Context: an optimization exercise on an open-source flow, tuned for small area. The choices shown serve that exercise and are no tape-out recipe.
Function was checked by simulation only, so behaviour that the tests miss may differ from the original.
Power is estimated from default activity; no workload was simulated.

## build 97
## demosaic_g_rb_top
module demosaic_g_rb_top (
	input  wire        clk,
	input  wire        rstn,
	input  wire        vsync,
	input  wire        hsync,
	input  wire [7:0]  bayer_data,
	output wire [7:0]  lb_wdata,
	input  wire [7:0]  lb_tap1,
	input  wire [7:0]  lb_tap2,
	input  wire [7:0]  lb_tap3,
	input  wire [7:0]  lb_tap4,
	input  wire [7:0]  lb_tap5,
	output wire        o_en,
	output wire [23:0] o_data
);
wire cal_en;
wire pre_en;
wire [8:0] dv;
wire [5:0] e2q;
wire [6:0] gs;
wire [7:0] ha, hb, hc, mid;
wire [6:0] h7;
Demosaic_getBayer getBayer (
	.PCLK(clk), .RSTN(rstn), .VSYNC(vsync), .HSYNC(hsync),
	.BAYERDATA(bayer_data), .CAL_EN(cal_en), .O_DATA(lb_wdata));
Demosaic_pre_G_RB pre (
	.INCLK(clk), .RSTN(rstn), .DATA_EN(cal_en), .HSYNC(hsync),
	.DATA1(lb_tap1), .DATA2(lb_tap2), .DATA3(lb_tap3), .DATA4(lb_tap4), .DATA5(lb_tap5),
	.DV(dv), .E2Q(e2q), .GS(gs),
	.HA(ha), .HB(hb), .HC(hc), .H7(h7), .MID(mid),
	.O_EN(pre_en));
Demosaic_calG_RB calG (
	.INCLK(clk), .RSTN(rstn), .IN_EN(pre_en),
  ...
For scale: ~12000 sq um of cells after synthesis.
==> flow/config.mk <==
export PLATFORM = sky130hd
export DESIGN_NAME = demosaic_g_rb_top
export DESIGN_NICKNAME = demosaic_g_rb_top
export VERILOG_FILES = /design/flow/design.v
export SDC_FILE = /design/flow/constraint.sdc
export NUM_CORES = 4
export LEC_CHECK = 0
export CAP_MARGIN = 20
export CORE_MARGIN = 2
export CORE_UTILIZATION = 60
export CTS_BUF_LIST = sky130_fd_sc_hd__clkbuf_16
export CTS_CLUSTER_DIAMETER = 90
export CTS_CLUSTER_SIZE = 26
export PLACE_DENSITY = 0.75
export SLEW_MARGIN = 20
==> flow/constraint.sdc <==
create_clock -name core_clock -period 4.5 [get_ports {clk}]
set_input_delay 0.9000 -clock core_clock [delete_from_list [all_inputs] [get_ports {clk}]]
set_output_delay 0.9000 -clock core_clock [all_outputs]
set_load 0.01 [all_outputs]
standard.sh (not shown) runs the stock make flow with config.mk's settings and CLKGATE_MAP_FILE= SYNTH_SCRIPT=/design/flow/synth_recipe.tcl, a recipe that flattens the netlist after the stock synthesis.
==> flow/flow/run.sh <==
#!/bin/bash
# The standard layout with three changes:
#  - after the standard synthesis, the combinational cells are re-mapped for
#    area by Yosys/ABC (flow/remap.ys); the registers are left as they are;
#  - after floorplanning, OpenROAD's restructure re-maps the logic again for
#    area and cells are sized back up where setup timing needs it
#    (flow/rmp.tcl);
#  - the port buffers are made from the smallest buffer cell.
# Each tool's full output goes to a log file of its own here; ORFS keeps
# each step's log under orfs/logs/.
set -e
export BUFFER_PORTS_ARGS="-buffer_cell sky130_fd_sc_hd__buf_1"
LIB="$FLOW_HOME/platforms/sky130hd/lib/sky130_fd_sc_hd__tt_025C_1v80.lib"
awk -v keep=all  -f flow/libfilter.awk "$LIB" > rmp_lib.lib
awk -v keep=comb -f flow/libfilter.awk "$LIB" > rmp_comb.lib
awk -v keep=seq  -f flow/libfilter.awk "$LIB" > rmp_seq.lib
bash standard.sh synth > standard_synth.log 2>&1
cp orfs/results/sky130hd/demosaic_g_rb_top/base/1_2_yosys.v standard_synth_netlist.v
yosys -s flow/remap.ys > remap.log 2>&1
bash standard.sh floorplan > standard_floorplan.log 2>&1
# (no restructure in this variant)
rm -f rmp_lib.lib rmp_comb.lib rmp_seq.lib
bash standard.sh > standard.log 2>&1
Other scripts of this flow, unchanged in this note and not shown: flow/flow/libfilter.awk, flow/flow/remap.abc, flow/flow/remap.ys
#### Input delta (build 29 over build 97)
-- flow/flow/run.sh --
<<< build 97, line 20
bash standard.sh floorplan > standard_floorplan.log 2>&1
# (no restructure in this variant)
rm -f rmp_lib.lib rmp_comb.lib rmp_seq.lib
>>> build 29, line 20
bash standard.sh floorplan > standard_floorplan.log 2>&1
openroad -no_init -exit flow/rmp.tcl > rmp.log 2>&1
rm -f rmp_lib.lib rmp_comb.lib rmp_seq.lib
==> flow/flow/rmp.tcl (new file) <==
# Area recovery on the floorplanned netlist: re-map the combinational logic
# with OpenROAD's restructure (ABC, area target), then size cells back up
# where setup timing needs it. Registers are not touched. ABC maps to
# rmp_lib.lib, the library without the platform's don't-use cells.
set res orfs/results/sky130hd/demosaic_g_rb_top/base
set lib $::env(FLOW_HOME)/platforms/sky130hd/lib/sky130_fd_sc_hd__tt_025C_1v80.lib
read_db $res/2_floorplan.odb
read_liberty $lib
read_sdc $res/2_floorplan.sdc
source $::env(FLOW_HOME)/platforms/sky130hd/setRC.tcl
set_dont_use [get_lib_cells {*probe* *lpflow*}]
report_design_area
report_worst_slack
file mkdir rmp_work
restructure -target area -liberty_file rmp_lib.lib \
	-tielo_port sky130_fd_sc_hd__conb_1/LO -tiehi_port sky130_fd_sc_hd__conb_1/HI \
	-work_dir rmp_work
report_design_area
report_worst_slack
repair_timing -setup_margin 0 -sequence unbuffer,sizeup,swap
report_design_area
report_worst_slack
write_db $res/2_floorplan.odb
==> summary.txt <==
- Build 29 ends up with a post-route total power that is about 1.4% higher than in build 97.
- Reported for build 29 and build 97, number of buffers created by CTS turned out identical to the last digit.
- Global-route usage delta for build 29 relative to build 97: 0.71 points lower
- Total of plain and repair buffers excluding clock buffers ended up 3 higher on build 29 than on build 97.
- Compared with build 97, placement density in the core of build 29 is higher.
- The top layer used by detailed routing comes out met4 in one run and met5 in the other, namely in build 97 and build 29 respectively.
- Delta (build 29 minus build 97): share of final layout cell area taken by clock buffers and inverters barely changed, cell count of the worst reg-to-reg path has decreased, via count dropped about 4%.

-- separate check: timing with driven ports --
Ports are ideal in the flow. The routed layouts listed here were re-timed in OpenROAD. Step 1: set_driving_cell puts a clkbuf_16 on clk and a buf_2 on each other input, an assumption about the parent block. Step 2 moves the port delays by t, midway between the first and last clock arrival at a register: inputs arrive t later, outputs are due t later. That takes back most of the time a late clock gives input paths. a / b / c = ideal ports / drivers / drivers and shift; a / b = the first two.
run	shift t [ns]	setup WS [ns]	hold WS [ns]	clock arrival spread, ns	worst slew at a driven data input, ns
build 97	0.542	0.549 / 0.549 / 0.549	0.333 / 0.333 / 0.333	0.027 / 0.026	0.06
build 29	0.533	0.532 / 0.532 / 0.532	0.329 / 0.329 / 0.329	0.025 / 0.026	0.07
After both steps setup and hold are still met in every run listed.
